From an optimization exercise on the open Yosys and OpenROAD flow, aimed at small area and a short achievable clock period; shortcuts taken in it are not production practice. Where RTL was checked, it was by simulation tests only, not by an equivalence proof against the original. For runs 1 and 2, only the layout was checked, not whether the RTL still works. Power and IR drop assume default switching activity.

### design/flow/config.mk
export PLATFORM = sky130hd
export DESIGN_NAME = CPU_EEPROM
export DESIGN_NICKNAME = CPU_EEPROM
export VERILOG_FILES = /design/flow/design.v
export SDC_FILE = /design/flow/constraint.sdc
export NUM_CORES = 4
export LEC_CHECK = 0
export ABC_CLOCK_PERIOD_IN_PS = 2500
export CAP_MARGIN = 20
export CORE_MARGIN = 2
export CORE_UTILIZATION = 50
export SETUP_SLACK_MARGIN = 3.9
export SLEW_MARGIN = 20
### design/flow/constraint.sdc
create_clock -name core_clock -period 7.5 [get_ports {clk}]
set_input_delay 1.5000 -clock core_clock [delete_from_list [all_inputs] [get_ports {clk}]]
set_output_delay 1.5000 -clock core_clock [all_outputs]
set_load 0.01 [all_outputs]
### design/flow/design.v
module CPU_EEPROM(clk, reset, PC, Data, Out, carry, parity, sign, zero);
input clk, reset;
output reg [12:0] PC;
input [7:0] Data;
output reg [7:0] Out;
output reg carry;
output reg parity;
output reg sign;
output reg zero;
reg        update;
reg [7:0]  A, B, C;
reg [5:0]  op2;           
reg [3:0]  SQ;            
reg [12:0] stk [15:0];
wire [12:0] PC1 = PC + 1'b1;
wire [12:0] top = stk[SQ];
wire [12:0] BC  = {B[4:0], C};
wire [7:0]  D = Data;
wire       sb = D[1];
wire [8:0] r_b = {1'b0, A} + {1'b0, B ^ {8{sb}}} + {8'd0, sb};
wire       sc = D[2];
wire [8:0] r_c = {1'b0, A} + {1'b0, C ^ {8{sc}}} + {8'd0, sc};
wire       dd = D[5];
wire [8:0] r_a1 = {1'b0, A} + {1'b0, {7{dd}}, 1'b1};
wire [7:0] r_b1 = B + {{7{dd}}, 1'b1};
wire [7:0] r_c1 = C + {{7{dd}}, 1'b1};
wire       u = update;
wire       s2 = (op2[2:0] == 3'b101) | (op2 == 6'h2C);    
wire [8:0] r_m = {1'b0, A} + {1'b0, D ^ {8{s2}}} + {8'd0, s2};
wire n  = ~update & (D[7:6] == 2'b00);
wire [5:0] o = D[5:0];
reg [7:0] a1;        
reg       a1_we, a1_fl, a1_c;
reg [7:0] b1, c1;
reg       b1_we, c1_we;
always @* begin
	a1 = 8'bx; a1_we = 0; a1_fl = 0; a1_c = 0;
	case (o)
	6'h00, 6'h03: begin a1 = r_b[7:0]; a1_we = 1; a1_fl = 1; a1_c = r_b[8] & ~sb; end
	6'h01, 6'h04: begin a1 = r_c[7:0]; a1_we = 1; a1_fl = 1; a1_c = r_c[8] & ~sc; end
	6'h06: begin a1 = A | B; a1_we = 1; a1_fl = 1; end
	6'h07: begin a1 = A | C; a1_we = 1; a1_fl = 1; end
	6'h09: begin a1 = A & B; a1_we = 1; a1_fl = 1; end
	6'h0A: begin a1 = A & C; a1_we = 1; a1_fl = 1; end
	6'h0C: begin a1 = A ^ B; a1_we = 1; a1_fl = 1; end
	6'h0D: begin a1 = A ^ C; a1_we = 1; a1_fl = 1; end
	6'h1A: begin a1 = {A[6:0], A[7]}; a1_we = 1; a1_fl = 1; end
	6'h1B: begin a1 = {A[0], A[7:1]}; a1_we = 1; a1_fl = 1; end
	6'h1D, 6'h20: begin a1 = r_a1[7:0]; a1_we = 1; a1_fl = 1; a1_c = r_a1[8] & ~dd; end
	6'h23: begin a1 = 8'd0; a1_we = 1; end
	6'h26: begin a1 = ~A; a1_we = 1; a1_fl = 1; end
	6'h30, 6'h3A: begin a1 = B; a1_we = 1; a1_fl = ~o[3]; end
	6'h33, 6'h3B: begin a1 = C; a1_we = 1; a1_fl = ~o[3]; end
	6'h38: begin a1 = top[7:0]; a1_we = 1; end
	6'h3D: begin a1 = {A[3:0], A[7:4]}; a1_we = 1; end
	default: ;
	endcase
	b1 = 8'bx; b1_we = 0;
	case (o)
	6'h1E, 6'h21: begin b1 = r_b1; b1_we = 1; end
	6'h24: begin b1 = 8'd0; b1_we = 1; end
	6'h27: begin b1 = ~B; b1_we = 1; end
	6'h31, 6'h3C: begin b1 = C; b1_we = 1; end
	6'h3A: begin b1 = A; b1_we = 1; end
	6'h3E: begin b1 = {B[3:0], B[7:4]}; b1_we = 1; end
	default: ;
	endcase
	c1 = 8'bx; c1_we = 0;
	case (o)
	6'h1F, 6'h22: begin c1 = r_c1; c1_we = 1; end
	6'h25: begin c1 = 8'd0; c1_we = 1; end
	6'h28: begin c1 = ~C; c1_we = 1; end
	6'h32, 6'h3C: begin c1 = B; c1_we = 1; end
	6'h3B: begin c1 = A; c1_we = 1; end
	6'h3F: begin c1 = {C[3:0], C[7:4]}; c1_we = 1; end
	default: ;
	endcase
end
reg [7:0] a2;
reg       a2_we, a2_c;
always @* begin
	a2 = 8'bx; a2_we = 0; a2_c = 0;
	case (op2)
	6'h02, 6'h2B: begin a2 = r_m[7:0]; a2_we = 1; a2_c = r_m[8]; end
	6'h05, 6'h2C: begin a2 = r_m[7:0]; a2_we = 1; end
	6'h08, 6'h2D: begin a2 = A | D; a2_we = 1; end
	6'h0B, 6'h2E: begin a2 = A & D; a2_we = 1; end
	6'h0E, 6'h2F: begin a2 = A ^ D; a2_we = 1; end
	6'h34: begin a2 = D; a2_we = 1; end
	default: ;
	endcase
end
wire m_b   = (op2 == 6'h35);
wire m_c   = (op2 == 6'h36);
wire m_mem = ~op2[5];                
wire [7:0] A_n  = u ? a2 : a1;
wire       a_we = u ? a2_we : (n & a1_we);
wire       f_we = u ? a2_we : (n & (a1_fl | (o == 6'h23)));
wire       fl   = u | (o != 6'h23);          
wire       c_n  = u ? a2_c : a1_c;
wire [7:0] B_n  = u ? D : b1;
wire       b_we = u ? m_b : (n & b1_we);
wire [7:0] C_n  = u ? D : c1;
wire       c_we = u ? m_c : (n & c1_we);
reg jmp1, call1, ret1, push1, wr1, pop1, two1, out1;
always @* begin
	jmp1 = 0; call1 = 0; ret1 = 0; push1 = 0; wr1 = 0; pop1 = 0; two1 = 0; out1 = 0;
	case (o)
	6'h02, 6'h05, 6'h08, 6'h0B, 6'h0E,
	6'h2B, 6'h2C, 6'h2D, 6'h2E, 6'h2F,
	6'h34, 6'h35, 6'h36: two1 = 1;
	6'h0F: jmp1 = 1;
	6'h10: jmp1 = carry;
	6'h11: jmp1 = parity;
	6'h12: jmp1 = sign;
	6'h13: jmp1 = zero;
	6'h14: call1 = 1;
	6'h15: call1 = carry;
	6'h16: call1 = parity;
	6'h17: call1 = sign;
	6'h18: call1 = zero;
	6'h19: ret1 = 1;
	6'h1C: out1 = 1;
	6'h37: push1 = 1;
	6'h38: pop1 = 1;
	6'h3A, 6'h3B, 6'h3C: wr1 = 1;
	default: ;
	endcase
end
wire halt = ~u & (D == 8'hFF);
wire jmp  = n & (jmp1 | call1);
wire ret  = n & ret1;
wire push = n & (call1 | push1);
wire pop  = n & (ret1 | pop1);
wire wr   = u ? m_mem : (n & (call1 | push1 | wr1));
wire [12:0] wd = u ? PC :
                 ~D[5] ? PC1 :
                 (D[2] & ~D[1]) ? {5'd0, B} : {5'd0, A};
genvar gi;
generate for (gi = 0; gi < 16; gi = gi + 1) begin : g_stk
	always @(posedge clk)
		if (reset && wr && SQ == ((gi + 1) & 15))
			stk[gi] <= wd;
end endgenerate
always @(posedge clk) begin
	if (!reset) begin
		update <= 0;
		A <= 0; B <= 0; C <= 0; Out <= 0;
		carry <= 0; parity <= 0; sign <= 0; zero <= 0;
		PC <= 0;
		SQ <= 4'd0;
	end else begin
		update <= n & two1;
		if (a_we) A <= A_n;
		if (b_we) B <= B_n;
		if (c_we) C <= C_n;
		if (n & out1) Out <= A;
		if (f_we) begin
			carry  <= c_n;
			parity <= fl & ~^A_n;
			sign   <= fl & A_n[7];
			zero   <= fl & ~|A_n;
		end
		if (push) SQ <= SQ - 1'b1;
		else if (pop) SQ <= SQ + 1'b1;
		if (halt | (u & m_mem)) PC <= PC;
		else if (jmp) PC <= BC;
		else if (ret) PC <= top;
		else PC <= PC1;
	end
end
always @(posedge clk)
	op2 <= D[5:0];
endmodule
### design/flow/run.sh
#!/bin/bash
# synth_recipe.tcl (not shown) runs the flow's synth.tcl, then flattens the netlist and writes it again
# the make line also repeats each setting of config.mk as NAME=value (left out here)
make -C /OpenROAD-flow-scripts/flow DESIGN_CONFIG=/design/flow/config.mk WORK_HOME=/design/flow/orfs CLKGATE_MAP_FILE= SYNTH_SCRIPT=/design/flow/synth_recipe.tcl finish
==> results of run 1 <==
-- worst min path at each step --
stage | from | end | slack [ns] | depth (start not counted)
after global routing | Out[7] | Out[7] | 0.52 | 2
after CTS | Out[7] | Out[7] | 0.50 | 2
after detailed placement | Out[2] | Out[2] | 0.49 | 2
after global placement | Out[6] | Out[6] | 0.47 | 2
final | Out[5] | Out[5] | 0.49 | 2
after floorplan | SQ[1] | SQ[1] | 0.49 | 2
-- cells by family after synthesis --
logic type	after synthesis	share of synthesized area
buffers and inverters	172	0.0462
XOR/XNOR	80	0.0430
flip-flops	268	0.457
multiplexers	45	0.0310
adder cells (fa/ha/maj)	71	0.0573
AO/OA/AOI/OAI	531	0.230
AND/OR/NAND/NOR	446	0.135
-- state kept, by name, indices dropped and copies added, names as in the netlist --
name,flops
zero,1
stk,208
parity,1
update,1
carry,1
SQ,4
A,8
op2,6
Out,8
B,8
PC,13
sign,1
C,8
-- cell usage after synthesis (14+ instances only) --
cell        n
o21ai_0    79
ha_1       65
a222oi_1   20
o22ai_1    14
inv_1      41
a21o_1     19
nand2_1   112
nand3_1    41
a21oi_1   124
dfxtp_1    60
nor3_1     31
mux2i_1    23
a221oi_1   28
a22oi_1    46
clkbuf_1   73
xor2_1     37
buf_2      31
a31oi_1    25
nor2b_1    16
edfxtp_1  208
and3_1     28
xnor2_1    43
o211ai_1   16
mux2_2     19
nor2_1    131
a211oi_1   42
-- metal layers --
| layer | vias up | routed length (um) |
|---|---|---|
| li1 | 6204 | - |
| met1 | 6783 | 23000 |
| met2 | 724 | 26400 |
| met3 | 185 | 4370 |
| met4 | 0 | 2790 |
| met5 | - | 0 |
-- cells in the final DEF (no fill, tap or decap), drive strengths merged, types with 23 or more instances in the layout --
cell             n
xor2            37
xnor2           43
o21ai           83
clkdlybuf4s50   28
nor2           133
nand2          116
and3            28
mux2i           23
clkbuf          36
a221oi          29
inv             46
nand3           41
edfxtp         208
a211oi          42
ha              65
dfxtp           60
a31oi           26
a21oi          125
buf             66
nor3            33
a22oi           47
-- layout make-up --
type                    count  area share
repair buffers            100      0.0552
clock inverters            22     0.00968
multi-input cells        1173       0.456
clock buffers              32      0.0396
well taps                 442      0.0297
flip-flops and latches    268       0.400
inverters                  45     0.00954
-- timing repair --
item	CTS	global route
gates cloned	2	3
endpoints found under the setup margin	261	34
resized for setup	91	28
pin swaps	5	20
setup buffers	10	7
-- power breakdown --
group	leakage, nW	internal [mW]	switching, mW
clock network	0.453	0.781	0.619
registers	2.42	1.61	0.0325
logic	3.64	0.194	0.289
total	6.51	2.59	0.940
-- critical path: stages --
cell      delay, ns
buf_16         0.13
buf_4          0.19
xnor2_2        0.22
ha_2           0.36
a211oi_2       0.27
o21ai_1        0.11
a21oi_2        0.21
xnor2_2        0.14
a21oi_2        0.10
a22oi_2        0.25
o31ai_4        0.11
ha_1           0.31
xor2_1         0.17
xnor2_1        0.12
or3_1          0.30
a21oi_1        0.14
-- per-stage QoR --
stage | instances | setup slack, ns
finish | 2082 | 3.39
global route | 2082 | 3.26
CTS | 2072 | 3.43
detailed placement | 2006 | 1.72
global placement | 2006 | 1.75
floorplan | 1613 | 2.75
==> notes.md, run 1 <==
Slew @ Worst Pin - 1.15 ns
Area contributors post-synth - edfxtp_1 (38%), dfxtp_1 (7.4%), ha_1 (5.0%), a21oi_1 (3.8%), nor2_1 (3.0%)
Starting Density - 0.504
Setup TNS - 0 ns
Clk root buf - clkbuf_16
Fin util - 0.577
Clk slew on worst S/H paths - 0.06 ns
CTS H-tree depth - 1
Syn Nets - 1694
CTS buffer count - 29
Crit path launch type - input pin
Max Cap Viol - 0
Fin crit share - 0.548
FF-to-FF setup slack - 3.46 ns
Grt met3 use - 0.0456
Die area - 34000 um^2
Remaining Overflow, GRT - 0
DRC - 0
HPWL Detailed - 37000 um
Top cell type by total area after synthesis - edfxtp_1
Ys flop type - edfxtp_1
Die H - 184 um
P&R area growth vs syn - 14.4%
Via-per-instance ratio - 6.67
Req. time, crit path - 8.01 ns
Worst-Skew Late Latency - 0.58 ns
Largest net degree at the start of global routing - 48
Post-synthesis register bit count - 268
Final setup vio count - 0
Synth top area share - 0.384
Layout cell share with drive strength beyond 1 - 0.147
Critical R2R Launch - SQ[0]
Tot Pwr - 3.53 mW
Crit path capture type - flip-flop
Max-slew headroom - 0.227
Power Dens Cells - 189 nW/um^2
NumNets Final - 1698
Worst hold path class - flip-flop to flip-flop
Synth cell types - 101
DRT iter0 DRCs - 1668
Fin. Hold Viols - 0
Worst R2R End - parity
Layout fillers - 2773
Leak - 6.51 nW
Async SR Flop Fraction - 0
Input/output buffers - 34
Area of the mapped netlist - 16300 um^2
Status - timing/DRC/antenna clean
Multi-input gate area - 8490 um^2
Fin area - 18600 um^2
CTS sink cnt - 268
Fmax - 243 MHz
CTS tree - built
Worst setup path endpoint - parity
Final Max Tran Viols - 0
Yosys synthesis warning count - 2
Crit path max fanout - 8
Avg WL per Cell - 27.2 um
Maximum clock insertion buffer count - 3
R2R cell count - 15
Post-synth EDFFs - 208
Dpl cell area - 17000 um^2
Vias - 13896
Core area - 32300 um^2
Syn Area/Cell - 10.1 um^2
Die X - 184 um
Row count - 66
Top Ports - 35
Vias in the first global route - 13070
Global-route wire length before repair - 84000 um
Antenna cell count - 0
Grt peak-use layer - met2
RSZ-0062 raised after global routing - true
Skew final - 0.0255 ns
Routability cong. - 1.03
Post-Synthesis Cells - 1613
Hold buffers post-CTS - 0
Min cycle time layout - 4.11 ns
Register Area - 7450 um^2
WHS - 0.493 ns
Seq/Total Area, Yosys - 0.457
Gr usage total - 0.329
Maximum VDD drop - 0.000210 V
Drt total wl - 56600 um
DRT Pass-1 Iters - 7
Arr. time, crit path - 4.63 ns
Worst setup path start - Data[2]
Met1 usage - 0.437
Crit path kind - input pin to flip-flop
Met2 Usage GRT - 0.540
Antenna violations before repair - 0
Detail Route Antenna Nets - 0
==> inputs of run 2 (changes only) <==
--- a/design/flow/design.v
+++ b/design/flow/design.v
@@ -6,5 +6,5 @@
 output reg carry;
-output reg parity;
-output reg sign;
-output reg zero;
+output parity;
+output sign;
+output zero;
 reg        update;
@@ -14,2 +14,6 @@
 reg [12:0] stk [15:0];
+reg fa, pp, ss, zz;
+assign parity = (fa & ~^A) | pp;
+assign sign   = (fa & A[7]) | ss;
+assign zero   = (fa & ~|A) | zz;
 wire [12:0] PC1 = PC + 1'b1;
@@ -99,2 +103,3 @@
 wire       fl   = u | (o != 6'h23);          
+wire       f_keep = n & ((o == 6'h38) | (o == 6'h3A) | (o == 6'h3B) | (o == 6'h3D));
 wire       c_n  = u ? a2_c : a1_c;
@@ -148,3 +153,3 @@
 		A <= 0; B <= 0; C <= 0; Out <= 0;
-		carry <= 0; parity <= 0; sign <= 0; zero <= 0;
+		carry <= 0; fa <= 0; pp <= 0; ss <= 0; zz <= 0;
 		PC <= 0;
@@ -158,6 +163,7 @@
 		if (f_we) begin
-			carry  <= c_n;
-			parity <= fl & ~^A_n;
-			sign   <= fl & A_n[7];
-			zero   <= fl & ~|A_n;
+			carry <= c_n;
+			fa <= fl; pp <= 0; ss <= 0; zz <= 0;
+		end
+		if (f_keep) begin
+			fa <= 0; pp <= parity; ss <= sign; zz <= zero;
 		end
--- a/design/flow/config.mk
+++ b/design/flow/config.mk
@@ -11,3 +11,3 @@
 export CORE_UTILIZATION = 50
-export SETUP_SLACK_MARGIN = 3.9
+export SETUP_SLACK_MARGIN = 4.0
 export SLEW_MARGIN = 20
==> run 2 against run 1 <==
- still clean on timing, DRC and antenna
- power fell by 0.30%
- global-route usage increased by 3.1 points
- non-clock buffer count grew 12
- area after synthesis is 0.91% higher
- clock-buffer cell count grew 10
- largest cell class unchanged
==> notes.md, run 2 <==
Status - timing/DRC/antenna clean (unchanged)
Final Max Tran Viols - 0 (unchanged)
Post-Synthesis Cells - 1635 (was 1613)
Max-slew headroom - 0.285 (was 0.227)
Antenna violations before repair - 0 (unchanged)
Die area - 34300 um^2 (was 34000 um^2)
Maximum clock insertion buffer count - 3 (unchanged)
DRT Pass-1 Iters - 7 (unchanged)
Clk pwr share - 0.394 (was 0.397)
Area contributors post-synth - edfxtp_1 (38%), dfxtp_1 (7.4%), ha_1 (5.0%), a21oi_1 (3.3%), nand2_1 (2.9%) (was edfxtp_1 (38%), dfxtp_1 (7.4%), ha_1 (5.0%), a21oi_1 (3.8%), nor2_1 (3.0%))
Fin crit share - 0.503 (was 0.548)
Core area - 32500 um^2 (was 32300 um^2)
Global-route wire length before repair - 90200 um (was 84000 um)
Worst hold path class - flip-flop to flip-flop (unchanged)
Async SR Flop Fraction - 0 (unchanged)
Crit path kind - flip-flop to output port (was input pin to flip-flop)
Synth top cells by count - edfxtp_1 (208), nand2_1 (128), a21oi_1 (109) (was edfxtp_1 (208), nor2_1 (131), a21oi_1 (124))
Row count - 66 (unchanged)
Top cell type by total area after synthesis - edfxtp_1 (unchanged)
Area of the mapped netlist - 16400 um^2 (was 16300 um^2)
Hold buffers post-CTS - 0 (unchanged)
CTS buffer count - 29 (unchanged)
Crit path max fanout - 2 (was 8)
Most frequent cells in the layout - edfxtp_1 (208), nand2_1 (125), a21oi_1 (104), nor2_1 (104), o21ai_0 (86) (was edfxtp_1 (208), nor2_1 (130), a21oi_1 (120), nand2_1 (108), o21ai_0 (73))
NumNets Final - 1734 (was 1698)
Top Ports - 35 (unchanged)
Drt total wl - 61600 um (was 56600 um)
Layout cell share with drive strength beyond 1 - 0.159 (was 0.147)
Commonest non-fill, non-tap cell in the layout - edfxtp_1 (unchanged)
CTS tree - built (unchanged)
CTS sink cnt - 269 (was 268)
Post-synthesis register bit count - 269 (was 268)
Biggest regs - stk (208), PC (13) (unchanged)
Max Cap Viol - 0 (unchanged)
Max FFs per register - 208 (unchanged)
Clk slew on worst S/H paths - 0.07 ns (was 0.06 ns)
Avg WL per Cell - 29.1 um (was 27.2 um)
Die H - 185 um (was 184 um)
Sw Pwr - 949 uW (was 940 uW)
HPWL Detailed - 41200 um (was 37000 um)
Skew final - 0.0373 ns (was 0.0255 ns)
Dpl cell area - 17300 um^2 (was 17000 um^2)
Top reg by flops - stk (unchanged)
Arr. time, crit path - 2.27 ns (was 4.63 ns)
Sw frac - 0.270 (was 0.267)
P&R area growth vs syn - 16.5% (was 14.4%)
Detail Route Antenna Nets - 0 (unchanged)
Crit path launch type - flip-flop (was input pin)
Comb power frac - 0.142 (was 0.137)
Synth top area share - 0.380 (was 0.384)
Min cycle time layout - 3.77 ns (was 4.11 ns)
Fin area - 19100 um^2 (was 18600 um^2)
Routability cong. - 1.00 (was 1.03)
DRC - 0 (unchanged)
Yosys synthesis warning count - 2 (unchanged)
Starting Density - 0.506 (was 0.504)
Input/output buffers - 34 (unchanged)
Req. time, crit path - 6.00 ns (was 8.01 ns)
Gr usage total - 0.360 (was 0.329)
Post-synth EDFFs - 208 (unchanged)
Maximum VDD drop - 0.000214 V (was 0.000210 V)
RSZ-0062 raised after global routing - true (unchanged)
Synth cell types - 98 (was 101)
CTS H-tree depth - 1 (unchanged)
Clk root buf - clkbuf_16 (unchanged)
Largest net degree at the start of global routing - 62 (was 48)
Die X - 185 um (was 184 um)
DRT iter0 DRCs - 1857 (was 1668)
Seq/Total Area, Yosys - 0.454 (was 0.457)
Via-per-instance ratio - 6.77 (was 6.67)
Syn Nets - 1716 (was 1694)
Pint - 2.57 mW (was 2.59 mW)
Sequential Power Share - 0.464 (was 0.466)
Crit path capture type - output port (was flip-flop)
Fin. Hold Viols - 0 (unchanged)
Fmax - 265 MHz (was 243 MHz)
Syn Area/Cell - 10.0 um^2 (was 10.1 um^2)
Ys flop type - edfxtp_1 (unchanged)
Final setup vio count - 0 (unchanged)
Slew @ Worst Pin - 1.07 ns (was 1.15 ns)
Setup TNS - 0 ns (unchanged)
Vias in the first global route - 13547 (was 13070)
Power Dens Cells - 184 nW/um^2 (was 189 nW/um^2)
Antenna cell count - 0 (unchanged)
Worst-Skew Late Latency - 0.60 ns (was 0.58 ns)
Vias - 14331 (was 13896)
Most common cell in the netlist - edfxtp_1 (unchanged)
Leak - 6.76 nW (was 6.51 nW)
Remaining Overflow, GRT - 0 (unchanged)
[run 2: cell types whose count changed after synthesis, moves of 12 or more]
cell and delta:
nor2_1 -23, a32oi_1 +13, a31oi_1 -17, nand2_1 +16
nand4_1 +12, a22o_1 +13, a211oi_1 -20, o21ai_0 +16
a21oi_1 -15
[run 2: per-stage QoR]
stage / power, mW / hold slack, ns / worst slack [ns] / utilization / cells
after CTS: 3.50 / 0.460 / 3.79 / 0.583 / 2112
after global routing: 3.61 / 0.486 / 3.69 / 0.590 / 2117
after floorplan: 1.96 / 0.429 / 3.72 / - / 1635
final: 3.52 / 0.463 / 3.73 / 0.590 / 2117
after detailed placement: 2.10 / 0.448 / 2.49 / 0.532 / 2026
after global placement: 2.10 / 0.439 / 2.53 / 0.532 / 2026
[run 2: routing by layer]
metal	up-vias	track usage	wire length [um]
li1	6336	-	-
met1	6890	0.441	22500
met2	864	0.575	28500
met3	241	0.0574	5160
met4	0	0.263	5410
met5	-	0	0
[run 2: cell families after synthesis]
family | share of synthesized area
AOI/OAI and AO/OA | 0.224
and+or+nand+nor | 0.149
DFF | 0.454
buffers and inverters | 0.0465
xor gates and xnor gates | 0.0421
adders and majority gates | 0.0568
muxes | 0.0272
[run 2: final cells by class]
type,instances,area (um^2)
Clock buffer,42,774
Multi-Input combinational cell,1195,8800
Inverter,46,208
Sequential cell,269,7480
Tap cell,442,553
Fill cell,2783,13300
Clock inverter,11,111
Timing Repair Buffer,112,1210
[run 2: timing repair]
| action | in CTS | in global routing |
|---|---|---|
| resized for setup | 116 | 34 |
| setup buffers | 31 | 3 |
| cloned | 2 | 1 |
| endpoints found under the setup margin | 389 | 32 |
| hold endpoints to repair | 0 | 0 |
| pin swaps | 17 | 9 |
[run 2: worst max-delay path, stage by stage, from the launching register on]
cell and delay, ns:
dfxtp_2 0.34, buf_12 0.12, clkinvlp_4 0.12, ha_4 0.26
xor2_2 0.18, xnor2_2 0.17, a21oi_2 0.27, inv_2 0.09
buf_6 0.13
[run 2: power groups by stage]
stage	registers [mW]	clock network, mW	logic [mW]
6_report	1.63	1.39	0.499
5_1_grt	1.63	1.45	0.528
4_1_cts	1.63	1.40	0.475
3_5_place_dp	1.66	0	0.439
3_3_place_gp	1.66	0	0.436
2_1_floorplan	1.65	0	0.305
[run 2: final timing paths]
kind | start | to | slack (ns) | depth (start not counted)
max | A[6] | parity | 3.73 | 8
min | zz | zz | 0.46 | 2
max reg2reg | SQ[1] | A[4] | 4.14 | 10
min reg2reg | zz | zz | 0.46 | 2
==> inputs of run 3 (changes only) <==
--- a/design/flow/design.v
+++ b/design/flow/design.v
@@ -15,5 +15,4 @@
 reg fa, pp, ss, zz;
-assign parity = (fa & ~^A) | pp;
-assign sign   = (fa & A[7]) | ss;
-assign zero   = (fa & ~|A) | zz;
+cpu_flags u_flags(.A(A), .fa(fa), .pp(pp), .ss(ss), .zz(zz),
+                  .parity(parity), .sign(sign), .zero(zero));
 wire [12:0] PC1 = PC + 1'b1;
@@ -180 +179,9 @@
 endmodule
+module cpu_flags(A, fa, pp, ss, zz, parity, sign, zero);
+input [7:0] A;
+input fa, pp, ss, zz;
+output parity, sign, zero;
+assign parity = (fa & ~^A) | pp;
+assign sign   = (fa & A[7]) | ss;
+assign zero   = (fa & ~|A) | zz;
+endmodule
--- a/design/flow/config.mk
+++ b/design/flow/config.mk
@@ -11,3 +11,5 @@
 export CORE_UTILIZATION = 50
-export SETUP_SLACK_MARGIN = 4.0
+export SETUP_SLACK_MARGIN = 4.5
 export SLEW_MARGIN = 20
+export SYNTH_HIERARCHICAL = 1
+export TNS_END_PERCENT = 0
==> run 3 against run 2 <==
- clock skew shrank 0.020 ns
- worst hold slack gained 0.018 ns
- clock power is essentially flat
- final cell count grew 3.7%
- critical path depth is the same
- non-clock buffer count grew 30
- clock-buffer cell count shrank 8
- first-iteration DRC count grew 16%
- power grew 1.6%
- sequential power is essentially flat
- core utilization grew 0.67 points
==> notes.md, run 3 <==
Async SR Flop Fraction - 0 (unchanged)
Post-Synthesis Cells - 1685 (was 1635)
Final setup vio count - 0 (unchanged)
Multi-input gate area - 9220 um^2 (was 8800 um^2)
CTS H-tree depth - 1 (unchanged)
RSZ-0062 raised after global routing - true (unchanged)
Syn Nets - 1767 (was 1716)
Most common cell in the netlist - edfxtp_1 (unchanged)
Dpl cell area - 17700 um^2 (was 17300 um^2)
Final Max Tran Viols - 0 (unchanged)
Req. time, crit path - 7.92 ns (was 6.00 ns)
Top Ports - 35 (unchanged)
Die X - 188 um (was 185 um)
Arr. time, crit path - 3.88 ns (was 2.27 ns)
Yosys synthesis warning count - 8 (was 2)
Max-slew headroom - 0.297 (was 0.285)
Maximum VDD drop - 0.000187 V (was 0.000214 V)
Crit path kind - flip-flop to flip-flop (was flip-flop to output port)
DRT iter0 DRCs - 2159 (was 1857)
Drt total wl - 68700 um (was 61600 um)
Post-synthesis register bit count - 269 (unchanged)
Die H - 188 um (was 185 um)
Placed cells - 2077 (was 2026)
Max FFs per register - 208 (unchanged)
Avg WL per Cell - 31.3 um (was 29.1 um)
Biggest regs - stk (208), PC (13) (unchanged)
Layout cell share with drive strength beyond 1 - 0.172 (was 0.159)
Min cycle time layout - 3.46 ns (was 3.77 ns)
Commonest non-fill, non-tap cell in the layout - edfxtp_1 (unchanged)
Top cell type by total area after synthesis - edfxtp_1 (unchanged)
CTS tree - built (unchanged)
CTS buffer count - 29 (unchanged)
Synth top area share - 0.368 (was 0.380)
DRC - 0 (unchanged)
Synth top cells by count - edfxtp_1 (208), nand2_1 (122), nor2_1 (110) (was edfxtp_1 (208), nand2_1 (128), a21oi_1 (109))
Tot Pwr - 3.57 mW (was 3.52 mW)
Top reg by flops - stk (unchanged)
Synth cell types - 114 (was 98)
Area of the mapped netlist - 17000 um^2 (was 16400 um^2)
Detail Route Antenna Nets - 0 (unchanged)
Antenna cell count - 0 (unchanged)
Routability cong. - 1.04 (was 1.00)
Area contributors post-synth - edfxtp_1 (37%), dfxtp_1 (7.2%), ha_1 (4.9%), o21ai_0 (2.9%), nand2_1 (2.7%) (was edfxtp_1 (38%), dfxtp_1 (7.4%), ha_1 (5.0%), a21oi_1 (3.3%), nand2_1 (2.9%))
Vias in the first global route - 14588 (was 13547)
Seq/Total Area, Yosys - 0.440 (was 0.454)
Crit path capture type - flip-flop (was output port)
NumNets Final - 1808 (was 1734)
Layout fillers - 2770 (was 2783)
Register Area - 7490 um^2 (was 7480 um^2)
Slowest CP cell - dfxtp_4 (was dfxtp_2)
HPWL Detailed - 45500 um (was 41200 um)
Clk slew on worst S/H paths - 0.06 ns (was 0.07 ns)
Antenna violations before repair - 0 (unchanged)
CTS sink cnt - 269 (unchanged)
Fin crit share - 0.461 (was 0.503)
Worst hold path class - flip-flop to flip-flop (unchanged)
DRT Pass-1 Iters - 6 (was 7)
Clk root buf - clkbuf_16 (unchanged)
Hold buffers post-CTS - 0 (unchanged)
Remaining Overflow, GRT - 0 (unchanged)
Critical Path Max Stage Delay - 0.67 ns (was 0.34 ns)
Worst-Skew Late Latency - 0.55 ns (was 0.60 ns)
Slew @ Worst Pin - 1.05 ns (was 1.07 ns)
Vias - 15371 (was 14331)
Core area - 33400 um^2 (was 32500 um^2)
Crit path max fanout - 37 (was 2)
Largest net degree at the start of global routing - 54 (was 62)
Status - timing/DRC/antenna clean (unchanged)
Post-synth EDFFs - 208 (unchanged)
Fin area - 19900 um^2 (was 19100 um^2)
Post-route insts no fill - 2195 (was 2117)
Syn Area/Cell - 10.1 um^2 (was 10.0 um^2)
Skew final - 0.0171 ns (was 0.0373 ns)
Row count - 67 (was 66)
Gr usage total - 0.380 (was 0.360)
Crit path launch type - flip-flop (unchanged)
Leak - 7.11 nW (was 6.76 nW)
P&R area growth vs syn - 17.6% (was 16.5%)
Die area - 35400 um^2 (was 34300 um^2)
Starting Density - 0.507 (was 0.506)
Via-per-instance ratio - 7.00 (was 6.77)
Global-route wire length before repair - 99300 um (was 90200 um)
Fin. Hold Viols - 0 (unchanged)
Input/output buffers - 34 (unchanged)
Setup TNS - 0 ns (unchanged)
Ys flop type - edfxtp_1 (unchanged)
Most frequent cells in the layout - edfxtp_1 (208), nand2_1 (120), nor2_1 (107), o21ai_0 (94), a21oi_1 (89) (was edfxtp_1 (208), nand2_1 (125), a21oi_1 (104), nor2_1 (104), o21ai_0 (86))
Max Cap Viol - 0 (unchanged)
Power Dens Cells - 179 nW/um^2 (was 184 nW/um^2)
Fmax - 289 MHz (was 265 MHz)
Crit-path cells - buf_4 -> and3b_1 -> a222oi_1 -> nand3_1 -> o22ai_1 -> o221a_1 -> o2111a_1 -> a2111oi_2 (was buf_12 -> clkinvlp_4 -> ha_4 -> xor2_2 -> xnor2_2 -> a21oi_2 -> inv_2 -> buf_6)
Maximum clock insertion buffer count - 3 (unchanged)
==> run 3: cell count changes in the layout (fill, tap and decap cells not counted), sizes merged, moves of 8 or more <==
cell	previous run	this run
a32oi	21	11
and3	30	22
nand2	133	123
buf	80	107
a21oi	110	93
nand3	46	64
xnor2	40	27
nor3b	8	21
nor2b	14	25
inv	37	53
nor3	44	31
a31oi	9	23
==> run 3: worst max-delay path, delay by kind of cell, from the launching register on <==
family	cells	cell delay [ns]
AOI/OAI and AO/OA	5	1.60
DFF	1	0.67
and+or+nand+nor	2	0.60
buffers and inverters	1	0.43
==> run 3: repair_timing <==
action                                  4_1_cts  5_1_grt
pin swaps                                    36       10
gates cloned                                  5        2
gates resized for setup                     126       37
setup buffers                                55        4
endpoints found under the setup margin      423      371
==> run 3: per-module statistics from Yosys, one instance, submodules excluded <==
module	flops+latches	cells	cell area, um^2
CPU_EEPROM	269	1666	16800
cpu_flags	0	19	136
==> run 3: final cells by class <==
type / instances / area share
Timing Repair Buffer: 142 / 0.0770
Tap cell: 448 / 0.0281
Clock buffer: 34 / 0.0373
Multi-Input combinational cell: 1229 / 0.462
Sequential cell: 269 / 0.376
Clock inverter: 18 / 0.00872
Inverter: 55 / 0.0109
==> run 3: power by group <==
group          internal [mW]  total (mW)  switching, mW
clock network          0.809        1.41          0.598
registers               1.62        1.64         0.0249
logic                  0.190       0.527          0.336
==> run 3: kinds of logic after synthesis <==
kind of cell / share of synthesized area
AND/OR/NAND/NOR: 0.158
adder cells (fa/ha/maj): 0.0558
multiplexers: 0.0223
AO/OA/AOI/OAI: 0.238
flip-flops: 0.440
XOR/XNOR: 0.0336
buffers and inverters: 0.0520
==> run 3: stage by stage <==
stage	setup WS, ns	hold slack, ns	util
2_1_floorplan	3.43	0.448	-
3_3_place_gp	2.54	0.463	0.528
3_5_place_dp	2.46	0.477	0.528
4_1_cts	4.10	0.488	0.591
5_1_grt	4.04	0.509	0.596
6_report	4.04	0.481	0.596
==> run 3: final timing paths <==
path | from | end | slack (ns) | depth (start not counted)
max reg2reg | SQ[3] | A[7] | 4.04 | 8
min | ss | ss | 0.48 | 2
min reg2reg | ss | ss | 0.48 | 2
max | SQ[3] | A[7] | 4.04 | 8
==> run 3: metal layers <==
metal / share of wire / global-route usage
met5: 0 / 0
met4: 0.10 / 0.320
met3: 0.093 / 0.0503
met2: 0.45 / 0.599
met1: 0.35 / 0.465
==> inputs of run 4 (changes only) <==
--- a/design/flow/config.mk
+++ b/design/flow/config.mk
@@ -11,5 +11,4 @@
 export CORE_UTILIZATION = 50
-export SETUP_SLACK_MARGIN = 4.5
+export SETUP_SLACK_MARGIN = 4.1
 export SLEW_MARGIN = 20
 export SYNTH_HIERARCHICAL = 1
-export TNS_END_PERCENT = 0
==> run 4 against run 3 <==
- core utilization down 0.12 points
- area after synthesis unchanged
- final cell count down 0.73%
- clock power up 6%
- power up 2.8%
- sequential power about the same
- synthesized cell count unchanged
- sequential share of layout area about the same
- worst hold slack worse by 0.010 ns
- first-iteration DRC count down 2.4%
- cell area down 0.19%
- critical endpoint is now A[5]
- largest power group unchanged
==> notes.md, run 4 <==
Status - timing/DRC/antenna clean (unchanged)
Area contributors post-synth - edfxtp_1 (37%), dfxtp_1 (7.2%), ha_1 (4.9%), o21ai_0 (2.9%), nand2_1 (2.7%) (unchanged)
CTS H-tree depth - 1 (unchanged)
Die H - 188 um (unchanged)
Top reg by flops - stk (unchanged)
Avg WL per Cell - 30.5 um (was 31.3 um)
Biggest regs - stk (208), PC (13) (unchanged)
Vias - 15078 (was 15371)
Yosys synthesis warning count - 8 (unchanged)
Maximum clock insertion buffer count - 3 (unchanged)
Layout fillers - 2788 (was 2770)
NumNets Final - 1792 (was 1808)
Post-synthesis register bit count - 269 (unchanged)
Power Dens Cells - 185 nW/um^2 (was 179 nW/um^2)
HPWL Detailed - 44700 um (was 45500 um)
Drt total wl - 66500 um (was 68700 um)
Skew final - 0.0228 ns (was 0.0171 ns)
Post-synth EDFFs - 208 (unchanged)
Largest net degree at the start of global routing - 63 (was 54)
Sw frac - 0.269 (was 0.268)
RSZ-0062 raised after global routing - true (unchanged)
Top cell type by total area after synthesis - edfxtp_1 (unchanged)
Worst hold path class - flip-flop to flip-flop (unchanged)
Req. time, crit path - 7.97 ns (was 7.92 ns)
Max FFs per register - 208 (unchanged)
Seq/Total Area, Yosys - 0.440 (unchanged)
Starting Density - 0.507 (unchanged)
Antenna cell count - 0 (unchanged)
Crit path capture type - flip-flop (unchanged)
CTS buffer count - 30 (was 29)
Register Area - 7480 um^2 (was 7490 um^2)
Arr. time, crit path - 4.02 ns (was 3.88 ns)
Final Max Tran Viols - 0 (unchanged)
Syn Area/Cell - 10.1 um^2 (unchanged)
DRT Pass-1 Iters - 6 (unchanged)
Detail Route Antenna Nets - 0 (unchanged)
Final setup vio count - 0 (unchanged)
Row count - 67 (unchanged)
Area of the mapped netlist - 17000 um^2 (unchanged)
Post-Synthesis Cells - 1685 (unchanged)
Remaining Overflow, GRT - 0 (unchanged)
Clk slew on worst S/H paths - 0.06 ns (about the same)
Min cycle time layout - 3.54 ns (was 3.46 ns)
Die X - 188 um (unchanged)
DRT iter0 DRCs - 2108 (was 2159)
Leak - 7.03 nW (was 7.11 nW)
Crit path launch type - input pin (was flip-flop)
Most common cell in the netlist - edfxtp_1 (unchanged)
Maximum VDD drop - 0.000191 V (was 0.000187 V)
Gr usage total - 0.369 (was 0.380)
Sequential Power Share - 0.447 (was 0.459)
P&R area growth vs syn - 17.4% (was 17.6%)
Slew @ Worst Pin - 1.17 ns (was 1.05 ns)
Ys flop type - edfxtp_1 (unchanged)
Most frequent cells in the layout - edfxtp_1 (208), nand2_1 (121), nor2_1 (108), a21oi_1 (89), o21ai_0 (86) (was edfxtp_1 (208), nand2_1 (120), nor2_1 (107), o21ai_0 (94), a21oi_1 (89))
CTS tree - built (unchanged)
Fin. Hold Viols - 0 (unchanged)
Async SR Flop Fraction - 0 (unchanged)
Commonest non-fill, non-tap cell in the layout - edfxtp_1 (unchanged)
Comb power frac - 0.145 (was 0.147)
Clk root buf - clkbuf_16 (unchanged)
Crit path max fanout - 4 (was 37)
Max Cap Viol - 0 (unchanged)
Routability cong. - 0.997 (was 1.04)
Pint - 2.69 mW (was 2.61 mW)
Synth cell types - 114 (unchanged)
Multi-input gate area - 9230 um^2 (was 9220 um^2)
Worst-Skew Late Latency - 0.59 ns (was 0.55 ns)
Layout cell share with drive strength beyond 1 - 0.169 (was 0.172)
Synth top area share - 0.368 (unchanged)
Fin util - 0.595 (was 0.596)
Sw Pwr - 990 uW (was 960 uW)
Top Ports - 35 (unchanged)
Syn Nets - 1767 (unchanged)
Core area - 33400 um^2 (unchanged)
Vias in the first global route - 14219 (was 14588)
Crit path kind - input pin to flip-flop (was flip-flop to flip-flop)
Input/output buffers - 34 (unchanged)
Die area - 35400 um^2 (unchanged)
CTS sink cnt - 269 (unchanged)
Antenna violations before repair - 0 (unchanged)
Clk pwr share - 0.409 (was 0.394)
Via-per-instance ratio - 6.92 (was 7.00)
Synth top cells by count - edfxtp_1 (208), nand2_1 (122), nor2_1 (110) (unchanged)
Setup TNS - 0 ns (unchanged)
Fin crit share - 0.473 (was 0.461)
Max-slew headroom - 0.222 (was 0.297)
Fmax - 282 MHz (was 289 MHz)
DRC - 0 (unchanged)
Global-route wire length before repair - 96700 um (was 99300 um)
## run 4: cell counts after synthesis
No cell type changed its count.
## run 4: what timing repair did
action	in CTS	in global routing
pin swaps	37	15
hold buffers	0	0
endpoints found under the hold margin	0	0
setup endpoints to repair	378	172
cloned	4	1
resized for setup	98	39
buffers inserted	42	7
## run 4: area by class of cell
type / count / area share
timing repair buffer: 126 / 0.0718
tap: 448 / 0.0282
multi-input combinational: 1228 / 0.463
sequential: 269 / 0.376
inverter: 55 / 0.0109
clock inverter: 19 / 0.0112
clock buffer: 34 / 0.0385
## run 4: worst paths after layout
path | slack, ns | to | startpoint | depth (start not counted)
worst min-delay path | 0.47 | ss | ss | 2
worst max register to register | 4.08 | A[5] | SQ[0] | 10
worst max-delay path | 3.96 | A[5] | Data[2] | 11
worst min register to register | 0.47 | ss | ss | 2
## run 4: per-layer routing
metal  GRT usage  vias up  part of all wire
met5           0        -                 0
met4       0.246        0             0.078
met3      0.0459      259             0.086
met2       0.601      982              0.47
met1       0.461     7270              0.37
li1            -     6567                 -
## run 4: critical path, cell delays in order
cell	delay, ns
buf_12	0.12
buf_12	0.14
xor2_2	0.14
ha_1	0.34
and3_4	0.21
a2111oi_4	0.41
mux2i_2	0.32
a2bb2oi_2	0.22
o21ai_1	0.11
o221a_1	0.24
o31a_1	0.24
## run 4: cell families (layout without fill, tap and decap cells)
logic type,Yosys count,in the layout,synth area share
compound gates,554,554,0.238
simple gates,502,502,0.158
flops,269,269,0.440
buf+inv,188,234,0.0520
fa+ha+maj,72,72,0.0558
xor+xnor,65,65,0.0336
mux,35,35,0.0223
## run 4: power by group through the flow
stage          registers (mW)  logic [mW]  clock network (mW)
2_1_floorplan            1.66       0.317                   0
3_3_place_gp             1.67       0.451                   0
3_5_place_dp             1.67       0.454                   0
4_1_cts                  1.64       0.493                1.52
5_1_grt                  1.64       0.561                1.58
6_report                 1.64       0.531                1.50
## run 4: through the flow
step	hold slack [ns]	std cells	power, mW	setup WS, ns	cell area [um^2]
floorplan	0.448	1685	1.98	3.44	17300
global placement	0.460	2071	2.12	2.10	17700
detailed placement	0.464	2071	2.13	2.01	17700
CTS	0.472	2170	3.65	3.98	19600
global route	0.505	2179	3.78	3.92	19900
finish	0.471	2179	3.68	3.96	19900
## run 4: per-module statistics from Yosys (local to each module, per instance)
module	area, um^2	copies in the design	cells
CPU_EEPROM	16800	1	1666
cpu_flags	136	1	19

[afterwards: timing with drivers on the ports]
The flow's constraints put no driver on any port. The routed layouts listed below were extracted and timed again, unchanged, in two steps.
Step 1 sets driving cells, clkbuf_16 on the clock port and buf_2 on the other inputs (assumed; they add their load-dependent delay and slew).
Step 2 moves the port delays by t, midway between the first and last clock arrival at a register: inputs arrive t later, outputs are due t later. That takes back most of the time a late clock gives input paths.
a / b / c = ideal / step 1 / step 2; a / b = the first two.
run	t (ns)	slack for setup (ns)	clock arrival spread, ns	worst slew at a driven data input, ns
run 1	0.625	3.388 / 3.307 / 2.682	0.025 / 0.026	0.20
run 2	0.630	3.729 / 3.676 / 3.442	0.037 / 0.038	0.04
run 3	0.603	4.044 / 3.947 / 3.344	0.017 / 0.018	0.16
run 4	0.627	3.955 / 3.958 / 3.331	0.023 / 0.024	0.06
After both steps setup and hold are still met in every run listed. The setup slack of run 1, which loses most, moves by -0.081 ns with the drivers and by -0.706 ns with both steps.
